Background: an optimization exercise with open tools, aiming at a short achievable clock period and few clock cycles. Do not read the settings as production practice. The RTL was checked by simulation tests, not by an equivalence proof against the original design. Power figures rest on the tool's default switching activity, not on a simulated workload.

// reuleaux
module reuleaux(input logic clk, input logic rst_n, input logic [2:0] colour,
                input logic [7:0] centre_x, input logic [6:0] centre_y, input logic [7:0] diameter,
                input logic start, output logic done,
                output logic [7:0] vga_x, output logic [6:0] vga_y,
                output logic [2:0] vga_colour, output logic vga_plot);
Settings: LEC_CHECK=0, ABC_CLOCK_PERIOD_IN_PS=4000, CAP_MARGIN=20, CORE_MARGIN=2, CORE_UTILIZATION=40, SLEW_MARGIN=20; clock period 18.0 ns.
standard.sh (not shown) runs the stock make flow with config.mk's settings and CLKGATE_MAP_FILE= SYNTH_SCRIPT=/design/flow/synth_recipe.tcl, a recipe that flattens the netlist after the stock synthesis.
==> flow/flow/run.sh <==
#!/bin/bash
set -euo pipefail
MARGIN=$(cat flow/margin.txt 2>/dev/null || echo 13.5)
bash standard.sh SETUP_SLACK_MARGIN=$MARGIN PRE_DETAIL_PLACE_TCL=$(pwd)/flow/outflops.tcl finish > flow_make.log 2>&1
==> flow/flow/margin.txt <==
13.8
==> flow/flow/outflops.tcl <==
# Before detailed placement: move the flip-flop that drives each output port's
# buffer next to that buffer, so the flop's output wire is short. Detailed
# placement then legalizes the moved cells.
set block [ord::get_db_block]
set moved 0
foreach bterm [$block getBTerms] {
  if {[$bterm getIoType] != "OUTPUT"} { continue }
  set net [$bterm getNet]
  if {$net == "NULL"} { continue }
  set buf ""
  foreach it [$net getITerms] { if {[$it isOutputSignal]} { set buf [$it getInst] } }
  if {$buf == ""} { continue }
  set in_net ""
  foreach it [$buf getITerms] { if {[$it isInputSignal]} { set in_net [$it getNet] } }
  if {$in_net == "" || $in_net == "NULL"} { continue }
  set ff ""
  set nload 0
  foreach it [$in_net getITerms] {
    if {[$it isOutputSignal]} { set ff [$it getInst] } else { incr nload }
  }
  # the buffer, and at most one more load (a flop's own hold or enable mux)
  if {$ff == "" || $nload > 2} { continue }
  if {![[$ff getMaster] isSequential]} { continue }
  set loc [$buf getLocation]
  $ff setLocation [lindex $loc 0] [lindex $loc 1]
  incr moved
}
puts "outflops: moved $moved flip-flops next to their output buffers"
Testbench counts at the start, summed over its fixed seeds: cycles 24,845.
Change:
==> flow/flow/margin.txt (replaced) <==
13.5
What happened:
- worst hold slack gets worse by 12 ps
- area after synthesis does not change
- die area is unchanged
- register-to-register slack got worse by 30 ps
- clock-buffer cell count is lower by 2
Change:
--- a/flow/flow/outflops.tcl
+++ b/flow/flow/outflops.tcl
@@ -21,2 +21 @@
-  # the buffer, and at most one more load (a flop's own hold or enable mux)
-  if {$ff == "" || $nload > 2} { continue }
+  if {$ff == "" || $nload != 1} { continue }
Worst setup slack degrades by 14 ps.
Sequential power stays flat.
Maximum frequency hardly moves.
Hold slack stays flat.
Cell count hardly moves.


blue:
reuleaux, a different RTL version from the one above (not shown whole).
For scale: roughly 5300 cells after synthesis, roughly 49 I/O pins, roughly 53000 sq um of cells after synthesis.
// reuleaux
module reuleaux(input logic clk, input logic rst_n, input logic [2:0] colour,
                input logic [7:0] centre_x, input logic [6:0] centre_y, input logic [7:0] diameter,
                input logic start, output logic done,
                output logic [7:0] vga_x, output logic [6:0] vga_y,
                output logic [2:0] vga_colour, output logic vga_plot);
Settings: LEC_CHECK=0, ABC_CLOCK_PERIOD_IN_PS=4000, CAP_MARGIN=20, CORE_MARGIN=2, CORE_UTILIZATION=40, SLEW_MARGIN=20; clock period 18.0 ns.
==> flow/flow/run.sh <==
#!/bin/bash
set -euo pipefail
MARGIN=$(cat flow/margin.txt 2>/dev/null || echo 14)
EXTRA=$(cat flow/extra.txt 2>/dev/null || true)
bash standard.sh SETUP_SLACK_MARGIN=$MARGIN $EXTRA finish > flow_make.log 2>&1
==> flow/flow/margin.txt <==
13.5
Testbench counts of blue, summed over its fixed seeds: cycles 24,845.
### blue -> red
==> flow/flow/run.sh <==
#!/bin/bash
set -euo pipefail
MARGIN=$(cat flow/margin.txt 2>/dev/null || echo 13.5)
bash standard.sh SETUP_SLACK_MARGIN=$MARGIN PRE_DETAIL_PLACE_TCL=$(pwd)/flow/outflops.tcl finish > flow_make.log 2>&1
==> flow/flow/outflops.tcl (new file) <==
# Before detailed placement: move the flip-flop that drives each output port's
# buffer next to that buffer, so the flop's output wire is short. Detailed
# placement then legalizes the moved cells.
set block [ord::get_db_block]
set moved 0
foreach bterm [$block getBTerms] {
  if {[$bterm getIoType] != "OUTPUT"} { continue }
  set net [$bterm getNet]
  if {$net == "NULL"} { continue }
  set buf ""
  foreach it [$net getITerms] { if {[$it isOutputSignal]} { set buf [$it getInst] } }
  if {$buf == ""} { continue }
  set in_net ""
  foreach it [$buf getITerms] { if {[$it isInputSignal]} { set in_net [$it getNet] } }
  if {$in_net == "" || $in_net == "NULL"} { continue }
  set ff ""
  set nload 0
  foreach it [$in_net getITerms] {
    if {[$it isOutputSignal]} { set ff [$it getInst] } else { incr nload }
  }
  if {$ff == "" || $nload != 1} { continue }
  if {![[$ff getMaster] isSequential]} { continue }
  set loc [$buf getLocation]
  $ff setLocation [lindex $loc 0] [lindex $loc 1]
  incr moved
}
puts "outflops: moved $moved flip-flops next to their output buffers"
Results
red ran to completion and came out clean on the timing, DRC and antenna checks.
Global routing usage summed across all routing layers was lower in blue than in red.
Per the comparison of red with blue, via-per-instance ratio went down; final standard cell area without fillers increased by 970 sq um relative to the old numbers.
The run showing the smaller final wirelength is blue.
More vias were needed by red than by blue.
On clock power, red tracks blue almost exactly.
In red the fmax turned out 1.5% higher than in blue.
red and blue ended up with roughly the same internal power.
Re met3 track demand over resource: red and blue aren't equal, and the higher value belongs to red.

port drivers added, routing unchanged:
How much do the figures lean on ideal ports? The routed layouts below were timed once more, with nothing changed but the port constraints. Step 1 (the two cells are an assumption about what drives the block):
set clk [get_ports {clk}]
set_driving_cell -lib_cell sky130_fd_sc_hd__clkbuf_16 $clk
set_driving_cell -lib_cell sky130_fd_sc_hd__buf_2 [delete_from_list [all_inputs] $clk]
Step 2 moves the port delays by t, midway between the first and last clock arrival at a register: inputs arrive t later, outputs are due t later. That takes back most of the time a late clock gives input paths. a / b / c = no drivers / after step 1 / after step 2; a / b = the first two.
run	shift t [ns]	setup WS [ns]	clock arrival spread, ns
the first run of note 1	0.723	13.286 / 13.214 / 13.213	0.034 / 0.034
the second run of note 1	0.726	13.293 / 13.224 / 13.212	0.036 / 0.037
the third run of note 1	0.728	13.279 / 13.211 / 13.247	0.032 / 0.031
blue	0.764	13.174 / 13.104 / 13.332	0.040 / 0.039
red	0.778	13.245 / 13.163 / 13.331	0.049 / 0.050
After both steps every run listed still meets setup and hold. For the second run of note 1, which loses most, drivers alone change the setup slack by -0.069 ns; drivers and shift together by -0.081 ns.
